What follows belongs to an exercise in optimizing a design on an open flow for small area; a production flow would make more cautious choices. Only simulation tests tie the RTL to the original design; equivalence was not proved. Power is estimated from default activity; no workload was simulated.

## flow/design.v (module list and top-level ports; edited modules follow where they fit)
// module hvsync_generator: 43 lines
// module Freq25: 11 lines
// module slowclock: 20 lines
// module Random: 10 lines
// module status: 23 lines
// module Scene: 95 lines
// module Object: 125 lines
// module Map: 49 lines
// module Block: 136 lines
// module Generate_block: 48 lines
// module DrawScore: 344 lines
// module Main: 95 lines
module Main(clk, vga_h_sync, vga_v_sync, vga_R, vga_G, vga_B,right,left,reset,start);
  // ...
==> flow/run.sh <==
#!/bin/bash
# synth_recipe.tcl (not shown) runs the flow's synth.tcl, then flattens the netlist and writes it again
# the make line also repeats each setting of config.mk as NAME=value (left out here)
make -C /OpenROAD-flow-scripts/flow DESIGN_CONFIG=/design/flow/config.mk WORK_HOME=/design/flow/orfs CLKGATE_MAP_FILE= SYNTH_SCRIPT=/design/flow/synth_recipe.tcl finish
==> flow/config.mk <==
export PLATFORM = sky130hd
export DESIGN_NAME = Main
export DESIGN_NICKNAME = Main
export VERILOG_FILES = /design/flow/design.v
export SDC_FILE = /design/flow/constraint.sdc
export NUM_CORES = 4
export LEC_CHECK = 0
export CAP_MARGIN = 20
export CORE_MARGIN = 2
export CORE_UTILIZATION = 40
export PLACE_DENSITY = 0.6
export SLEW_MARGIN = 20
==> flow/constraint.sdc <==
create_clock -name core_clock -period 10.0 [get_ports {clk}]
set_input_delay 2.0000 -clock core_clock [delete_from_list [all_inputs] [get_ports {clk}]]
set_output_delay 2.0000 -clock core_clock [all_outputs]
set_load 0.01 [all_outputs]
==> run_results.csv, run 1 <==
group,metric,value,unit
global_route,antenna_found_initial,8,
finish,nClkBuffers,36,
power,combPwrFrac,0.065,
synthesis,avgSynthCellArea,6.75,um2
synthesis,yosys-top-cells-count,"nor2_1, nand2_1, a21oi_1, ha_1, o21ai_0",
critical_path,r2r_slack,2.83,ns
global_route,grt.overflow.total,0,
synthesis,synthesis.instances,5876,
finish,post-route-util,0.428,
die,dieHeight,319,um
power,p_per_area,48.5,nW/um2
clocking,clk_latency,0.65,ns
synthesis,yosysWarnings,12,
finish,layout-drive-gt1-share,0.0611,
critical_path,crit_arrival,7.67,ns
finish,fin_area,42100,um2
route,wl_met1,90.7,mm
power,ir_drop,0.000140,V
finish,nNonClkBuffers,185,
global_route,grtUsageTotal,0.430,
global_route,grt_busiest_layer,"met2",
synthesis,ys_top_cells_by_area,"ha_1, dfxtp_1, xnor2_1",
synthesis,synth_top_area_frac,0.132,
synthesis,synth-compound-area-share,0.286,
critical_path,r2r-end,"character.positionx[30]$_SDFFE_PN0P_",
route,wl_met2,91.9,mm
route,viasPerCell,7.12,
die,taps,1287,
critical_path,cp_cell_sequence,"buf_4 > nor2_1 > nand2_1 > or4_1 > nor3_1 > nand3_1 > a21oi_1 > inv_1 > buf_4 > ha_1 > a21o_1 > a2111oi_0 > o31ai_1 > a211oi_1 > or3_1 > o21ai_0 > o21a_1 > a41o_1 > o41ai_1 > nor2_1 > a2111oi_0 > xnor2_1 > mux2i_1 > nor2_1",
clocking,cts_made_buffers,29,
clocking,cts_resized,0,
power,internal_power,1.48,mW
finish,multi_input_area_share,0.793,
clocking,cts_buffer_depth,3,
outcome,status,"finished clean",
sta,fmax,139,MHz
==> module Main, before the edit <==
module Main(clk, vga_h_sync, vga_v_sync, vga_R, vga_G, vga_B,right,left,reset,start);
	input clk,right,left,reset,start;
	output vga_h_sync, vga_v_sync, vga_R, vga_G, vga_B ;
	wire inDisplayArea;
	wire [9:0] CounterX;
	wire [8:0] CounterY;
	wire Map_R, Map_G, Map_B,objr,objb,objg,block_r,block_g,block_b;
	wire scene_r,scene_g,scene_b;
	wire tick;
	wire slow,step;
	wire Block1,dead,score;
	wire [31:0] check;
	wire [3:0]data;
	wire [8:0]position;
	wire check1,check2,check3,check4,status;
	wire Oncollision,CheckPositionY;
	wire R_Score_on,G_Score_on,B_Score_on,R_Score_off,G_Score_off,B_Score_off;
	hvsync_generator syncgen(clk,reset,vga_h_sync, vga_v_sync,inDisplayArea, CounterX, CounterY);
   Freq25 divider25(tick,clk,reset);
	slowclock divider(slow,step,clk,reset);
	Random rand_gen(clk,step,reset,data);
	status menu(clk,reset,start,dead,status);
	Scene show(scene_r,scene_b,scene_g,CounterX,CounterY);
	Object character(CounterX,CounterY,objr,objg,objb,clk,tick,right,left,check,check1,check2,check3,check4,Oncollision,dead,reset);
	Map map1(clk,tick,reset,CounterX,CounterY,Map_R,Map_G,Map_B);
	Block object_block1(CounterX,CounterY,block_r,block_g,block_b,clk,tick,Block1,position,check1,check2,check3,check4,Oncollision,CheckPositionY,reset);
	Generate_block block(clk,reset,data[1:0],position,check1,check2,check3,check4,CheckPositionY);
	DrawScore Draw(clk,tick,CheckPositionY,CounterX,CounterY,R_Score_on,G_Score_on,B_Score_on,R_Score_off,G_Score_off,B_Score_off,score,reset,dead);
	   reg R;
		reg G;
		reg B;
		always @(posedge clk)
			if(!reset)
			begin
				R <= 0;
				G <= 0;
				B <= 0;
			end
			else if(status)
			begin
				if(check==1)
					begin 
					R <= objr ;
					G <= objg ;	
					B <= objb ;			
					end
				else if(Block1)
					begin
					R <= block_r;
					G <= block_g;	
					B <= block_b;		
					end
				else if(score)
					begin
					R <= R_Score_on|R_Score_off;
					G <= G_Score_on|G_Score_off;	
					B <= B_Score_on|B_Score_off;		
					end	
				else
					begin
					R <= Map_R;
					G <= Map_G;
					B <= Map_B;
					end
				end 
			else 
					begin
						if(score)
						begin
							R <= R_Score_on|R_Score_off;
							G <= G_Score_on|G_Score_off;	
							B <= B_Score_on|B_Score_off;		
						end	
						else
						begin
							R <= scene_r;
							G <= scene_g;
							B <= scene_b;
						end
					end
	reg vga_R, vga_G, vga_B;
		always @(posedge clk)
		if(!reset)
		begin
			 vga_R <= 0;
			 vga_G <= 0;
			 vga_B <= 0;
		end
		else
		begin
			 vga_R <= R & inDisplayArea ;
			 vga_G <= G & inDisplayArea ;
			 vga_B <= B & inDisplayArea ;
		end
endmodule
==> run 2, diff against run 1 <==
==> flow/design.v (replaced) <==
module Main(clk, vga_h_sync, vga_v_sync, vga_R, vga_G, vga_B, right, left, reset, start);
input clk, right, left, reset, start;
output vga_h_sync, vga_v_sync, vga_R, vga_G, vga_B;
reg vga_R, vga_G, vga_B;
reg [9:0] X;
reg [8:0] Y;
wire xmax = X[9] & (&X[7:0]);           
always @(posedge clk)
  if (!reset) X <= 10'd0;
  else if (xmax) X <= 10'd0;
  else X <= X + 10'd1;
always @(posedge clk)
  if (!reset) Y <= 9'd0;
  else if (xmax) Y <= Y + 9'd1;
reg HS, VS, inD;
always @(posedge clk)
  if (!reset) begin HS <= 1'b0; VS <= 1'b0; inD <= 1'b0; end
  else begin
    HS <= (X[9:4] == 6'h2D);
    VS <= (Y == 9'd500);
    inD <= inD ? !(X == 10'd639) : (xmax && (Y < 9'd480));
  end
assign vga_h_sync = ~HS;
assign vga_v_sync = ~VS;
wire tick  = (X[7:0] == 8'd127);
wire tick1 = (X[7:0] == 8'd128);
reg [10:0] sc;
always @(posedge clk)
  if (!reset) sc <= 11'd0;
  else if (X[1:0] == 2'd3) sc <= (sc == 11'd1220) ? 11'd0 : sc + 11'd1;
wire step = (sc == 11'd610) && (X[1:0] == 2'd1);
reg [3:0] data;
always @(posedge clk)
  if (!reset) data <= 4'b1111;
  else if (step) data <= {data[2:0], data[3] ^ data[0]};
reg [8:0] P;
reg cpy;                  
always @(posedge clk)
  if (!reset) begin P <= 9'd0; cpy <= 1'b0; end
  else if (tick) begin
    cpy <= (P == 9'd480);
    P <= (P == 9'd480) ? 9'd0 : P + 9'd3;
  end
wire onc = (P >= 9'd303) && (P <= 9'd471);
reg [1:0] lane;
always @(posedge clk)
  if (!reset) lane <= 2'd2;
  else if (cpy && tick1) lane <= data[1:0];
reg [7:0] q;
reg dead;                 
always @(posedge clk)
  if (!reset) begin q <= 8'd128; dead <= 1'b1; end
  else if (tick) begin
    if (onc && ((lane != 2'd0) ? (q >= 8'd7 && q <= 8'd51) : (q >= 8'd63 && q <= 8'd113)))
      dead <= 1'b0;
    if (!right && q <= 8'd195) q <= q + 8'd1;
    else if (!left && q >= 8'd1) q <= q - 8'd1;
  end
reg [3:0] Unit, Ten;
reg p_y;
always @(posedge clk)
  if (!reset) begin Unit <= 4'd0; Ten <= 4'd0; p_y <= 1'b1; end
  else if (tick) begin
    if (cpy && p_y) begin
      if (Unit == 4'd9) begin Ten <= Ten + 4'd1; Unit <= 4'd0; end
      else if (Ten == 4'd10) begin Ten <= 4'd0; Unit <= Unit + 4'd1; end
      else Unit <= Unit + 4'd1;
    end else if (!dead) p_y <= 1'b0;
  end
reg status, start_d;
wire dead_fall = !dead && p_y && tick1;
always @(posedge clk)
  if (!reset) begin status <= 1'b1; start_d <= 1'b1; end
  else begin
    start_d <= start;
    if (dead_fall) status <= !start;
    else if (start_d && !start) status <= 1'b1;
  end
wire [10:0] u = {1'b0, X} - {2'b0, q, 1'b0} - 11'd84;
wire ucar = !u[10] && (u <= 11'd80) && (Y >= 9'd350) && (Y <= 9'd460);
wire [6:0] uc = u[6:0];
wire c_carBorder = ucar && (((uc <= 5) && (Y >= 375) && (Y <= 450))
      | ((uc >= 5) && (uc <= 10) && (Y >= 370) && (Y <= 380))
      | ((uc >= 10) && (uc <= 15) && (Y >= 360) && (Y <= 375))
      | ((uc >= 15) && (uc <= 25) && (Y >= 355) && (Y <= 360))
      | ((uc >= 25) && (uc <= 40) && (Y >= 350) && (Y <= 355))
      | ((uc >= 40) && (uc <= 55) && (Y >= 350) && (Y <= 355))
      | ((uc >= 55) && (uc <= 65) && (Y >= 355) && (Y <= 360))
      | ((uc >= 65) && (uc <= 70) && (Y >= 360) && (Y <= 375))
      | ((uc >= 70) && (uc <= 75) && (Y >= 370) && (Y <= 380))
      | ((uc >= 75) && (Y >= 375) && (Y <= 450))
      | ((uc >= 5) && (uc <= 75) && (Y >= 450) && (Y <= 455))
      | ((uc >= 25) && (uc <= 40) && (Y >= 375) && (Y <= 380))
      | ((uc >= 40) && (uc <= 55) && (Y >= 375) && (Y <= 380))
      | ((uc >= 15) && (uc <= 25) && (Y >= 380) && (Y <= 385))
      | ((uc >= 55) && (uc <= 65) && (Y >= 380) && (Y <= 385))
      | ((uc >= 10) && (uc <= 15) && (Y >= 385) && (Y <= 390))
      | ((uc >= 65) && (uc <= 70) && (Y >= 385) && (Y <= 390))
      | ((uc >= 5) && (uc <= 10) && (Y >= 390) && (Y <= 395))
      | ((uc >= 70) && (uc <= 75) && (Y >= 390) && (Y <= 395))
      | ((uc >= 15) && (uc <= 65) && (Y >= 405) && (Y <= 410))
      | ((uc >= 10) && (uc <= 15) && (Y >= 410) && (Y <= 415))
      | ((uc >= 65) && (uc <= 70) && (Y >= 410) && (Y <= 415))
      | ((uc >= 70) && (uc <= 75) && (Y >= 415) && (Y <= 420))
      | ((uc >= 5) && (uc <= 10) && (Y >= 415) && (Y <= 420))
      | ((uc >= 60) && (uc <= 70) && (Y >= 450) && (Y <= 460))
      | ((uc >= 10) && (uc <= 20) && (Y >= 450) && (Y <= 460)));
wire c_insideCar = ucar && (((uc >= 5) && (uc <= 75) && (Y >= 420) && (Y <= 450))
      | ((uc >= 35) && (uc <= 45) && (Y >= 355) && (Y <= 360))
      | ((uc >= 10) && (uc <= 70) && (Y >= 410) && (Y <= 420))
      | ((uc >= 5) && (uc <= 10) && (Y >= 385) && (Y <= 390))
      | ((uc >= 70) && (uc <= 75) && (Y >= 385) && (Y <= 390))
      | ((uc >= 5) && (uc <= 15) && (Y >= 380) && (Y <= 385))
      | ((uc >= 65) && (uc <= 75) && (Y >= 380) && (Y <= 385))
      | ((uc >= 5) && (uc <= 75) && (Y >= 375) && (Y <= 380))
      | ((uc >= 15) && (uc <= 65) && (Y >= 360) && (Y <= 375)));
wire c_mirror = ucar && (((uc >= 5) && (uc <= 15) && (Y >= 405) && (Y <= 415))
      | ((uc >= 70) && (uc <= 75) && (Y >= 410) && (Y <= 420))
      | ((uc >= 65) && (uc <= 75) && (Y >= 400) && (Y <= 410))
      | ((uc >= 5) && (uc <= 75) && (Y >= 390) && (Y <= 400))
      | ((uc >= 5) && (uc <= 75) && (Y >= 400) && (Y <= 405))
      | ((uc >= 15) && (uc <= 65) && (Y >= 380) && (Y <= 390)));
wire c_light = ucar && (((uc >= 25) && (uc <= 35) && (Y >= 355) && (Y <= 360))
      | ((uc >= 45) && (uc <= 55) && (Y >= 355) && (Y <= 360)));
wire car = c_carBorder | c_insideCar | c_mirror | c_light;
wire [2:0] carc = c_carBorder ? 3'b000 : c_insideCar ? 3'b010 : c_mirror ? 3'b001 : 3'b110;
wire [9:0] vv = {1'b0, Y} - {1'b0, P};
wire vok = !vv[9] && (vv[8:0] <= 9'd68);
wire [6:0] v = vv[6:0];
wire in1 = (X >= 10'd93) && (X <= 10'd181);
wire in2 = (X >= 10'd218) && (X <= 10'd306);
wire in3 = (X >= 10'd333) && (X <= 10'd421);
wire in4 = (X >= 10'd458) && (X <= 10'd546);
wire inl = (in1 && lane != 2'd0) || (in2 && lane != 2'd1) || (in3 && lane != 2'd2) || (in4 && lane != 2'd3);
wire [9:0] wb = in1 ? 10'd93 : in2 ? 10'd218 : in3 ? 10'd333 : 10'd458;
wire [9:0] ww = X - wb;
wire [6:0] wo = ww[6:0];
wire obs = inl && vok && (((wo >= 20) && (wo <= 68) && (v >= 52))
      | ((wo >= 16) && (wo <= 20) && (v >= 40))
      | ((wo >= 68) && (wo <= 72) && (v >= 40))
      | ((wo >= 20) && (wo <= 68) && (v >= 32) && (v <= 40))
      | ((wo <= 16) && (v >= 48) && (v <= 56))
      | ((wo >= 4) && (wo <= 16) && (v >= 56) && (v <= 60))
      | ((wo >= 8) && (wo <= 16) && (v >= 60) && (v <= 64))
      | ((wo >= 12) && (wo <= 16) && (v >= 64))
      | ((wo >= 72) && (v >= 48) && (v <= 56))
      | ((wo >= 72) && (wo <= 84) && (v >= 56) && (v <= 60))
      | ((wo >= 72) && (wo <= 80) && (v >= 60) && (v <= 64))
      | ((wo >= 72) && (wo <= 76) && (v >= 64))
      | ((wo >= 12) && (wo <= 16) && (v >= 44) && (v <= 48))
      | ((wo >= 72) && (wo <= 76) && (v >= 64))
      | ((wo >= 20) && (wo <= 24) && (v >= 48) && (v <= 52))
      | ((wo >= 64) && (wo <= 68) && (v >= 48) && (v <= 52))
      | ((wo >= 24) && (wo <= 64) && (v >= 40) && (v <= 44))
      | ((wo >= 24) && (wo <= 28) && (v >= 24) && (v <= 32))
      | ((wo >= 60) && (wo <= 64) && (v >= 24) && (v <= 32))
      | ((wo >= 28) && (wo <= 32) && (v >= 16) && (v <= 24))
      | ((wo >= 56) && (wo <= 60) && (v >= 16) && (v <= 24))
      | ((wo >= 32) && (wo <= 56) && (v >= 12) && (v <= 20))
      | ((wo >= 36) && (wo <= 52) && (v >= 4) && (v <= 12))
      | ((wo >= 40) && (wo <= 48) && (v <= 4)));
wire [9:0] sy = {1'b0, Y} - (p_y ? 10'd20 : 10'd380);
wire syok = !sy[9] && (sy[8:0] <= 9'd42);
wire [5:0] s = sy[5:0];
wire inU = (X >= 10'd323) && (X <= 10'd350);
wire inT = (X >= 10'd290) && (X <= 10'd317) && (Ten != 4'd0) && (Ten != 4'd10);
wire [9:0] xr10 = X - (inU ? 10'd323 : 10'd290);
wire [4:0] xr = xr10[4:0];
wire [3:0] dg = inU ? Unit : Ten;
reg gw, gb;
always @* begin
  gw = 1'b0; gb = 1'b0;
  case (dg)
  4'd0: begin
    gw = ((xr >= 3) && (xr <= 24) && (s >= 3) && (s <= 12))
      | ((xr >= 3) && (xr <= 12) && (s >= 12) && (s <= 30))
      | ((xr >= 15) && (xr <= 24) && (s >= 12) && (s <= 30))
      | ((xr >= 3) && (xr <= 24) && (s >= 30) && (s <= 39));
    gb = (1'b1 && (s <= 3))
      | ((xr <= 3) && (s >= 3) && (s <= 12))
      | ((xr >= 24) && (s >= 3) && (s <= 12))
      | ((xr <= 3) && (s >= 12) && (s <= 30))
      | ((xr >= 12) && (xr <= 15) && (s >= 12) && (s <= 30))
      | ((xr >= 24) && (s >= 12) && (s <= 30))
      | ((xr <= 3) && (s >= 30) && (s <= 39))
      | ((xr >= 24) && (s >= 30) && (s <= 39))
      | (1'b1 && (s >= 39));
  end
  4'd1: begin
    gw = ((xr >= 9) && (xr <= 21) && (s >= 3) && (s <= 12))
      | ((xr >= 12) && (xr <= 21) && (s >= 12) && (s <= 39));
    gb = ((xr >= 6) && (xr <= 24) && (s <= 3))
      | ((xr >= 6) && (xr <= 9) && (s >= 3) && (s <= 12))
      | ((xr >= 21) && (xr <= 24) && (s >= 3) && (s <= 12))
      | ((xr >= 6) && (xr <= 12) && (s >= 12) && (s <= 15))
      | ((xr >= 21) && (xr <= 24) && (s >= 12) && (s <= 15))
      | ((xr >= 9) && (xr <= 12) && (s >= 15) && (s <= 39))
      | ((xr >= 21) && (xr <= 24) && (s >= 15) && (s <= 39))
      | ((xr >= 9) && (xr <= 24) && (s >= 39));
  end
  4'd2: begin
    gw = ((xr >= 3) && (xr <= 24) && (s >= 3) && (s <= 12))
      | ((xr >= 15) && (xr <= 24) && (s >= 12) && (s <= 15))
      | ((xr >= 3) && (xr <= 24) && (s >= 15) && (s <= 27))
      | ((xr >= 3) && (xr <= 12) && (s >= 27) && (s <= 30))
      | ((xr >= 3) && (xr <= 24) && (s >= 30) && (s <= 39));
    gb = (1'b1 && (s <= 3))
      | ((xr <= 3) && (s >= 3) && (s <= 12))
      | ((xr >= 24) && (s >= 3) && (s <= 12))
      | ((xr <= 15) && (s >= 12) && (s <= 15))
      | ((xr >= 24) && (s >= 12) && (s <= 15))
      | ((xr <= 3) && (s >= 15) && (s <= 27))
      | ((xr >= 24) && (s >= 15) && (s <= 27))
      | ((xr <= 3) && (s >= 27) && (s <= 30))
      | ((xr >= 12) && (s >= 27) && (s <= 30))
      | ((xr <= 3) && (s >= 30) && (s <= 39))
      | ((xr >= 24) && (s >= 30) && (s <= 39))
      | (1'b1 && (s >= 39));
  end
  4'd3: begin
    gw = ((xr >= 3) && (xr <= 24) && (s >= 3) && (s <= 12))
      | ((xr >= 15) && (xr <= 24) && (s >= 12) && (s <= 15))
      | ((xr >= 3) && (xr <= 24) && (s >= 15) && (s <= 27))
      | ((xr >= 15) && (xr <= 24) && (s >= 27) && (s <= 30))
      | ((xr >= 3) && (xr <= 24) && (s >= 30) && (s <= 39));
    gb = (1'b1 && (s <= 3))
      | ((xr <= 3) && (s >= 3) && (s <= 12))
      | ((xr >= 24) && (s >= 3) && (s <= 12))
      | ((xr <= 15) && (s >= 12) && (s <= 15))
      | ((xr >= 24) && (s >= 12) && (s <= 15))
      | ((xr <= 3) && (s >= 15) && (s <= 27))
      | ((xr >= 24) && (s >= 15) && (s <= 27))
      | ((xr <= 15) && (s >= 27) && (s <= 30))
      | ((xr >= 24) && (s >= 27) && (s <= 30))
      | ((xr <= 3) && (s >= 30) && (s <= 39))
      | ((xr >= 24) && (s >= 30) && (s <= 39))
      | (1'b1 && (s >= 39));
  end
  4'd4: begin
    gw = ((xr >= 3) && (xr <= 12) && (s >= 3) && (s <= 27))
      | ((xr >= 12) && (xr <= 15) && (s >= 18) && (s <= 27))
      | ((xr >= 15) && (xr <= 24) && (s >= 3) && (s <= 39));
    gb = (1'b1 && (s <= 3))
      | ((xr <= 3) && (s >= 3) && (s <= 27))
      | ((xr >= 12) && (xr <= 15) && (s >= 3) && (s <= 18))
      | ((xr >= 24) && (s >= 3) && (s <= 39))
      | ((xr <= 15) && (s >= 27) && (s <= 30))
      | ((xr >= 12) && (xr <= 15) && (s >= 30) && (s <= 39))
      | ((xr >= 12) && (s >= 39));
  end
  4'd5: begin
    gw = ((xr >= 3) && (xr <= 24) && (s >= 3) && (s <= 12))
      | ((xr >= 3) && (xr <= 12) && (s >= 12) && (s <= 15))
      | ((xr >= 3) && (xr <= 24) && (s >= 15) && (s <= 27))
      | ((xr >= 15) && (xr <= 24) && (s >= 27) && (s <= 30))
      | ((xr >= 3) && (xr <= 24) && (s >= 30) && (s <= 39));
    gb = (1'b1 && (s <= 3))
      | ((xr <= 3) && (s >= 3) && (s <= 39))
      | ((xr >= 24) && (s >= 3) && (s <= 39))
      | ((xr >= 12) && (xr <= 24) && (s >= 12) && (s <= 15))
      | ((xr >= 3) && (xr <= 15) && (s >= 27) && (s <= 30))
      | (1'b1 && (s >= 39));
  end
  4'd6: begin
    gw = ((xr >= 3) && (xr <= 24) && (s >= 3) && (s <= 12))
      | ((xr >= 3) && (xr <= 12) && (s >= 12) && (s <= 15))
      | ((xr >= 3) && (xr <= 24) && (s >= 15) && (s <= 27))
      | ((xr >= 3) && (xr <= 12) && (s >= 27) && (s <= 30))
      | ((xr >= 15) && (xr <= 24) && (s >= 27) && (s <= 30))
      | ((xr >= 3) && (xr <= 24) && (s >= 30) && (s <= 39));
    gb = (1'b1 && (s <= 3))
      | ((xr <= 3) && (s >= 3) && (s <= 39))
      | ((xr >= 24) && (s >= 3) && (s <= 39))
      | ((xr >= 12) && (xr <= 24) && (s >= 12) && (s <= 15))
      | ((xr >= 12) && (xr <= 15) && (s >= 27) && (s <= 30))
      | (1'b1 && (s >= 39));
  end
  4'd7: begin
    gw = ((xr >= 3) && (xr <= 24) && (s >= 3) && (s <= 12))
      | ((xr >= 15) && (xr <= 24) && (s >= 12) && (s <= 39));
    gb = (1'b1 && (s <= 3))
      | ((xr <= 3) && (s >= 3) && (s <= 12))
      | ((xr <= 15) && (s >= 12) && (s <= 15))
      | ((xr >= 12) && (xr <= 15) && (s >= 15) && (s <= 39))
      | ((xr >= 24) && (s >= 3) && (s <= 39))
      | ((xr >= 12) && (s >= 39));
  end
  4'd8: begin
    gw = ((xr >= 3) && (xr <= 12) && (s >= 3) && (s <= 39))
      | ((xr >= 15) && (xr <= 24) && (s >= 3) && (s <= 39))
      | ((xr >= 12) && (xr <= 15) && (s >= 3) && (s <= 12))
      | ((xr >= 12) && (xr <= 15) && (s >= 15) && (s <= 27))
      | ((xr >= 12) && (xr <= 15) && (s >= 30) && (s <= 39));
    gb = (1'b1 && (s <= 3))
      | ((xr <= 3) && (s >= 3) && (s <= 39))
      | ((xr >= 24) && (s >= 3) && (s <= 39))
      | ((xr >= 12) && (xr <= 15) && (s >= 12) && (s <= 15))
      | ((xr >= 12) && (xr <= 15) && (s >= 27) && (s <= 30))
      | (1'b1 && (s >= 39));
  end
  4'd9: begin
    gw = ((xr >= 3) && (xr <= 12) && (s >= 3) && (s <= 27))
      | ((xr >= 15) && (xr <= 24) && (s >= 3) && (s <= 39))
      | ((xr >= 3) && (xr <= 15) && (s >= 30) && (s <= 39))
      | ((xr >= 12) && (xr <= 15) && (s >= 3) && (s <= 12))
      | ((xr >= 12) && (xr <= 15) && (s >= 15) && (s <= 27));
    gb = (1'b1 && (s <= 3))
      | ((xr <= 3) && (s >= 3) && (s <= 39))
      | ((xr >= 24) && (s >= 3) && (s <= 39))
      | ((xr >= 12) && (xr <= 15) && (s >= 12) && (s <= 15))
      | ((xr >= 3) && (xr <= 15) && (s >= 27) && (s <= 30))
      | (1'b1 && (s >= 39));
  end
  default: ;
  endcase
end
wire sc_on = (inU | inT) && syok;
wire score = sc_on && (gw | gb);
wire soff = sc_on && gb;
wire border = (X == 10'd80) || (X == 10'd81) || (X == 10'd319) || (X == 10'd320) || (X == 10'd321) || (X == 10'd559) || (X == 10'd560);
wire road = ((X >= 10'd81) && (X <= 10'd196)) || ((X >= 10'd204) && (X <= 10'd319)) || ((X >= 10'd321) && (X <= 10'd436)) || ((X >= 10'd444) && (X <= 10'd559));
wire mk1 = (X >= 10'd196) && (X <= 10'd204);
wire mk2 = (X >= 10'd436) && (X <= 10'd444);
wire [4:0] m = Y[4:0] + {Y[3:0], 1'b0} + (mk2 ? 5'd2 : 5'd1);
wire [9:0] ry = {1'b0, Y} - {4'b0, m, 1'b0};
wire block = (mk1 || mk2) && !ry[9] && (((ry >= 10'd0) && (ry <= 10'd20)) || ((ry >= 10'd40) && (ry <= 10'd60)) || ((ry >= 10'd80) && (ry <= 10'd100)) || ((ry >= 10'd120) && (ry <= 10'd140)) || ((ry >= 10'd160) && (ry <= 10'd180)) || ((ry >= 10'd200) && (ry <= 10'd220)) || ((ry >= 10'd240) && (ry <= 10'd260)) || ((ry >= 10'd280) && (ry <= 10'd300)) || ((ry >= 10'd320) && (ry <= 10'd340)) || ((ry >= 10'd360) && (ry <= 10'd380)) || ((ry >= 10'd400) && (ry <= 10'd420)) || ((ry >= 10'd440) && (ry <= 10'd460)));
wire gz = (X <= 10'd80) || ((X >= 10'd559) && (X <= 10'd640));
wire [3:0] gm = X[3:0] - {Y[2:0], 1'b0} - ((X >= 10'd384) ? 4'd2 : 4'd0);
wire g1 = gz && (gm <= 4'd5);
wire [2:0] mapc = block ? 3'b111 : {road & !border, (road | g1) & !border, road & !border};
wire letters = ((X >= 171) && (X <= 220) && (Y >= 120) && (Y <= 130))
      | ((X >= 161) && (X <= 180) && (Y >= 131) && (Y <= 180))
      | ((X >= 211) && (X <= 230) && (Y >= 131) && (Y <= 140))
      | ((X >= 201) && (X <= 230) && (Y >= 151) && (Y <= 160))
      | ((X >= 211) && (X <= 230) && (Y >= 161) && (Y <= 180))
      | ((X >= 171) && (X <= 220) && (Y >= 181) && (Y <= 190))
      | ((X >= 261) && (X <= 290) && (Y >= 120) && (Y <= 130))
      | ((X >= 251) && (X <= 270) && (Y >= 131) && (Y <= 140))
      | ((X >= 281) && (X <= 300) && (Y >= 131) && (Y <= 140))
      | ((X >= 241) && (X <= 260) && (Y >= 141) && (Y <= 150))
      | ((X >= 291) && (X <= 310) && (Y >= 141) && (Y <= 150))
      | ((X >= 241) && (X <= 260) && (Y >= 151) && (Y <= 160))
      | ((X >= 291) && (X <= 310) && (Y >= 151) && (Y <= 160))
      | ((X >= 241) && (X <= 310) && (Y >= 161) && (Y <= 170))
      | ((X >= 241) && (X <= 260) && (Y >= 171) && (Y <= 180))
      | ((X >= 291) && (X <= 310) && (Y >= 171) && (Y <= 180))
      | ((X >= 241) && (X <= 260) && (Y >= 181) && (Y <= 190))
      | ((X >= 291) && (X <= 310) && (Y >= 181) && (Y <= 190))
      | ((X >= 321) && (X <= 330) && (Y >= 120) && (Y <= 130))
      | ((X >= 381) && (X <= 390) && (Y >= 120) && (Y <= 130))
      | ((X >= 321) && (X <= 340) && (Y >= 131) && (Y <= 140))
      | ((X >= 371) && (X <= 390) && (Y >= 131) && (Y <= 140))
      | ((X >= 321) && (X <= 350) && (Y >= 141) && (Y <= 150))
      | ((X >= 361) && (X <= 390) && (Y >= 141) && (Y <= 150))
      | ((X >= 321) && (X <= 390) && (Y >= 151) && (Y <= 160))
      | ((X >= 321) && (X <= 340) && (Y >= 161) && (Y <= 170))
      | ((X >= 351) && (X <= 360) && (Y >= 161) && (Y <= 170))
      | ((X >= 371) && (X <= 390) && (Y >= 161) && (Y <= 170))
      | ((X >= 321) && (X <= 340) && (Y >= 171) && (Y <= 180))
      | ((X >= 371) && (X <= 390) && (Y >= 171) && (Y <= 180))
      | ((X >= 321) && (X <= 340) && (Y >= 181) && (Y <= 190))
      | ((X >= 371) && (X <= 390) && (Y >= 181) && (Y <= 190))
      | ((X >= 401) && (X <= 470) && (Y >= 120) && (Y <= 130))
      | ((X >= 401) && (X <= 420) && (Y >= 131) && (Y <= 140))
      | ((X >= 401) && (X <= 420) && (Y >= 141) && (Y <= 150))
      | ((X >= 401) && (X <= 460) && (Y >= 151) && (Y <= 160))
      | ((X >= 401) && (X <= 420) && (Y >= 161) && (Y <= 170))
      | ((X >= 401) && (X <= 420) && (Y >= 171) && (Y <= 180))
      | ((X >= 401) && (X <= 470) && (Y >= 181) && (Y <= 190))
      | ((X >= 171) && (X <= 220) && (Y >= 200) && (Y <= 210))
      | ((X >= 161) && (X <= 180) && (Y >= 211) && (Y <= 220))
      | ((X >= 211) && (X <= 230) && (Y >= 211) && (Y <= 220))
      | ((X >= 161) && (X <= 180) && (Y >= 221) && (Y <= 230))
      | ((X >= 211) && (X <= 230) && (Y >= 221) && (Y <= 230))
      | ((X >= 161) && (X <= 180) && (Y >= 231) && (Y <= 240))
      | ((X >= 211) && (X <= 230) && (Y >= 231) && (Y <= 240))
      | ((X >= 161) && (X <= 180) && (Y >= 241) && (Y <= 250))
      | ((X >= 211) && (X <= 230) && (Y >= 241) && (Y <= 250))
      | ((X >= 161) && (X <= 180) && (Y >= 251) && (Y <= 260))
      | ((X >= 211) && (X <= 230) && (Y >= 251) && (Y <= 260))
      | ((X >= 171) && (X <= 220) && (Y >= 261) && (Y <= 270))
      | ((X >= 241) && (X <= 260) && (Y >= 200) && (Y <= 210))
      | ((X >= 291) && (X <= 310) && (Y >= 200) && (Y <= 210))
      | ((X >= 241) && (X <= 260) && (Y >= 211) && (Y <= 220))
      | ((X >= 291) && (X <= 310) && (Y >= 211) && (Y <= 220))
      | ((X >= 241) && (X <= 260) && (Y >= 221) && (Y <= 230))
      | ((X >= 291) && (X <= 310) && (Y >= 221) && (Y <= 230))
      | ((X >= 241) && (X <= 260) && (Y >= 231) && (Y <= 240))
      | ((X >= 291) && (X <= 310) && (Y >= 231) && (Y <= 240))
      | ((X >= 241) && (X <= 260) && (Y >= 241) && (Y <= 250))
      | ((X >= 291) && (X <= 310) && (Y >= 241) && (Y <= 250))
      | ((X >= 251) && (X <= 270) && (Y >= 251) && (Y <= 260))
      | ((X >= 281) && (X <= 300) && (Y >= 251) && (Y <= 260))
      | ((X >= 261) && (X <= 290) && (Y >= 261) && (Y <= 270))
      | ((X >= 321) && (X <= 390) && (Y >= 200) && (Y <= 210))
      | ((X >= 321) && (X <= 340) && (Y >= 211) && (Y <= 220))
      | ((X >= 321) && (X <= 340) && (Y >= 221) && (Y <= 230))
      | ((X >= 321) && (X <= 380) && (Y >= 231) && (Y <= 240))
      | ((X >= 321) && (X <= 340) && (Y >= 241) && (Y <= 250))
      | ((X >= 321) && (X <= 340) && (Y >= 251) && (Y <= 260))
      | ((X >= 321) && (X <= 390) && (Y >= 261) && (Y <= 270))
      | ((X >= 401) && (X <= 460) && (Y >= 200) && (Y <= 210))
      | ((X >= 401) && (X <= 420) && (Y >= 211) && (Y <= 220))
      | ((X >= 451) && (X <= 470) && (Y >= 211) && (Y <= 220))
      | ((X >= 401) && (X <= 420) && (Y >= 221) && (Y <= 230))
      | ((X >= 451) && (X <= 470) && (Y >= 221) && (Y <= 230))
      | ((X >= 401) && (X <= 460) && (Y >= 231) && (Y <= 240))
      | ((X >= 401) && (X <= 420) && (Y >= 241) && (Y <= 250))
      | ((X >= 431) && (X <= 450) && (Y >= 241) && (Y <= 250))
      | ((X >= 401) && (X <= 420) && (Y >= 251) && (Y <= 260))
      | ((X >= 441) && (X <= 460) && (Y >= 251) && (Y <= 260))
      | ((X >= 401) && (X <= 420) && (Y >= 261) && (Y <= 270))
      | ((X >= 451) && (X <= 470) && (Y >= 261) && (Y <= 270));
reg R, G, B;
always @(posedge clk)
  if (!reset) {R, G, B} <= 3'b000;
  else if (status) begin
    if (car) {R, G, B} <= carc;
    else if (obs) {R, G, B} <= 3'b100;
    else if (score) {R, G, B} <= {1'b1, soff, 1'b1};
    else {R, G, B} <= mapc;
  end else begin
    if (score) {R, G, B} <= {1'b1, soff, 1'b1};
    else {R, G, B} <= {3{letters}};
  end
always @(posedge clk)
  if (!reset) {vga_R, vga_G, vga_B} <= 3'b000;
  else {vga_R, vga_G, vga_B} <= {R & inD, G & inD, B & inD};
endmodule
==> run_results.csv, run 2 <==
group,metric,value,unit
sta,finalClockSkew,0.0188,ns
sta,fmax,150,MHz
clocking,cts_hold_buf,0,
synthesis,yosysWarnings,1,
sta,whs,0.479,ns
clocking,cts_made_buffers,9,
synthesis,ys_seq_elements,75,
critical_path,cp_common_cell,"ha_1",
critical_path,path_max_fanout,19,
synthesis,yosysUniqueCellTypes,104,
sta,hold_violations,0,
sta,drv_slew,0,
finish,n_antenna_cell,0,
clocking,cts_resized,0,
die,rows,63,
synthesis,avgSynthCellArea,6.88,um2
global_route,grt.overflow.total,0,
clocking,htree_levels,3,
worst_hold_path,min_path_type,"flop to flop",
worst_hold_path,hold_path_depth,2,
route,ant_nets,0,
finish,top_register,"sc",
die,io_pins,10,
die,dieHeight,178,um
synthesis,async_reset_ff_frac,0,
synthesis,yosys-top-cells-count,"nor2_1, nand2_1, a21oi_1",
sta,fin_crit_sh,0.669,
synthesis,yosysTopAreaCell,"dfxtp_1",
finish,instances_no_fill,2102,
placed_design,gp_congestion,0.966,
sta,relSlewSlack,0.261,
finish,fill_cells,3077,
critical_path,r2r-end,"R$_SDFF_PN0_",
global_route,grtUsageTotal,0.279,
synthesis,syn_nets,1868,
placed_design,dpl.cell_count,2086,
clocking,tritoncts,"yes",
sta,fin_crit,6.69,ns
synthesis,ys_seq_area_frac,0.124,
critical_path,critPathKind,"flop to flop",
global_route,grt_pass1_vias,12600,
finish,multiInputGateArea,9930,um2
sta,worst_pin_slew,1.11,ns
finish,area_growth,5.20,%
critical_path,cp_slowest_cell,"dfxtp_1",
critical_path,required,10.23,ns
worst_hold_path,hold_path_startpoint,"dead$_SDFFE_PN1P_",
die,start_util,0.408,
critical_path,r2r_start,"X[0]$_SDFF_PP0_",
die,die_x,178,um
clocking,root_buffer,"clkbuf_16",
synthesis,synth_ff_type,"dfxtp_1",
synthesis,syn_area,12100,um2
synthesis,ys_top_cells_by_area,"dfxtp_1, ha_1, a21oi_1",
critical_path,cp-end-kind,"flop",
synthesis,synth-edff-count,0,
sta,tns,0,ns
finish,final_cell_mix,"nor2_1, nand2_1, a21oi_1",
route,viasPerCell,6.65,
critical_path,crit_arrival,6.92,ns
global_route,grt_max_degree,46,
synthesis,synthMostInstantiatedCell,"nor2_1",
clocking,clkSinkCount,75,
finish,largest_reg_flops,11,
sta,rsz0062_at_grt,"false",
critical_path,reg2reg_depth,22,
placed_design,dp_hpwl,32.9,mm
placed_design,pre_cts_slack,3.37,ns
finish,layout-drive-gt1-share,0.0567,
sta,fin_ws,3.31,ns
flow_run,cap_violations,0,
finish,mostFrequentLayoutCell,"nor2_1",
route,wire_per_inst,21.3,um
power,p_per_area,65.5,nW/um2
finish,top_regs,"sc: 11 flops, X: 10 flops",
critical_path,worstSetupStartpointType,"flop",
clocking,cts_buffer_depth,2,
finish,post-route-util,0.429,
finish,fin_nets,1812,
route,vias,14000,
sta,setup_violations,0,
critical_path,slowest_delay,0.74,ns
die,dieArea,31700,um2
power,ir_drop,0.0000710,V
placed_design,io_buffers,9,
outcome,status,"finished clean",
route,post-route-drc-count,0,
critical_path,cp_cell_sequence,"inv_1 > ha_1 > nand2_1 > o21ai_0 > nand2_1 > a21oi_1 > fa_1 > ha_1 > inv_1 > fa_1 > xor2_1 > ha_1 > o2bb2ai_1 > xor2_1 > o21ai_0 > a31oi_1 > nor3_1 > a32o_1 > o41a_1 > a21o_1 > o311ai_2 > a21oi_1",
synthesis,synthesis.instances,1763,
route,drt-total-wl,44.9,mm
clocking,cts.clk_slew.worst_paths,0.07,ns
global_route,antenna_found_initial,0,
die,core-area,29700,um2
finish,regArea,1500,um2
route,drtIter0Drc,2038,
critical_path,r2r_slack,3.31,ns
power,p_leak,4.53,nW
synthesis,synth_top_area_frac,0.124,
route,drtPass1Iterations,8,
worst_hold_path,hold_path_end,"dead$_SDFFE_PN1P_",
global_route,grt_pass1_wl,70.4,mm
clocking,cts_setup_buffers,0,
clocking,clk_latency,0.37,ns
[run 2: cell types whose count changed after synthesis, sizes merged, moves of 168 or more]
cell	delta
o21ai	-285
xnor2	-264
clkbuf	-258
a21oi	-276
nand3	-168
nor2	-405
nand2	-369
ha	-325
[run 2: cell type report]
| type | instances | share of cell area |
|---|---|---|
| clock buffers | 9 | 0.0176 |
| clock inverters | 7 | 0.00520 |
| inverters | 74 | 0.0218 |
| multi-input cells | 1513 | 0.778 |
| flip-flops and latches | 75 | 0.118 |
| well taps | 390 | 0.0382 |
| repair buffers | 34 | 0.0218 |
[run 2: where the power goes]
part	internal [mW]	switching, mW	leakage [nW]
Clock	0.176	0.166	0.145
Combinational	0.0640	0.127	3.78
Sequential	0.300	0.00210	0.606
Total	0.540	0.295	4.53
[run 2: worst max-delay path by stage]
stage                          startpoint            to  cells past startpoint
final                     X[0]$_SDFF_PP0_  R$_SDFF_PN0_                     22
after global routing      X[0]$_SDFF_PP0_  R$_SDFF_PN0_                     22
after CTS                 X[0]$_SDFF_PP0_  R$_SDFF_PN0_                     22
after detailed placement  X[0]$_SDFF_PP0_  R$_SDFF_PN0_                     22
after global placement    X[0]$_SDFF_PP0_  R$_SDFF_PN0_                     22
after floorplan           X[1]$_SDFF_PP0_  R$_SDFF_PN0_                     24
[run 2: critical path: cells and delay by family (launching register included)]
family                   cells  cell delay, ns
flip-flops                   1            0.74
XOR/XNOR                     2            0.80
adder cells (fa/ha/maj)      5            1.94
AO/OA/AOI/OAI               10            2.28
AND/OR/NAND/NOR              3            0.32
buffers and inverters        2            0.46
[run 2: kinds of logic (layout without fill, tap and decap cells)]
kind of cell    after synthesis  after routing  share of synthesized area
fa+ha+maj                   100            100                      0.107
mux                          27             27                     0.0232
xor+xnor                     81             81                     0.0585
buf+inv                     175            124                     0.0585
compound gates              596            596                      0.331
flops                        75             75                      0.124
simple gates                709            709                      0.298
[run 2: metal layers]
layer  GRT usage  part of all wire
met1       0.371              0.43
met2       0.461              0.46
met3      0.0343             0.074
met4       0.105             0.038
met5           0                 0
[run 2: per-stage QoR]
| step | power (mW) | instance area [um2] |
|---|---|---|
| global route | 0.868 | 12800 |
| floorplan | 0.448 | 12100 |
| detailed placement | 0.494 | 12500 |
| global placement | 0.495 | 12500 |
| CTS | 0.837 | 12800 |
| finish | 0.836 | 12800 |

-- separate check: timing with driven ports --
In the flow no input, the clock included, has a driving cell. The finished layouts below were timed again as built, in two steps. Step 1, drivers: a clkbuf_16 drives clk and a buf_2 each remaining input, both assumed. Step 2 moves the port delays by t, midway between the first and last clock arrival at a register: inputs arrive t later, outputs are due t later. That takes back most of the time a late clock gives input paths. Three values: ideal, step 1, step 2; two values: the first two.
| run | t, ns | setup WS [ns] | worst hold slack (ns) | worst setup path after step 2 |
|---|---|---|---|---|
| run 1 | 0.716 | 2.825 / 2.825 / 2.528 | 0.445 / 0.445 / 0.445 | input to register |
| run 2 | 0.410 | 3.312 / 3.312 / 3.312 | 0.479 / 0.479 / 0.479 | register to register |
After both steps every run listed still meets setup and hold. For run 1, which loses most, drivers alone change the setup slack by 0.000 ns; drivers and shift together by -0.297 ns.
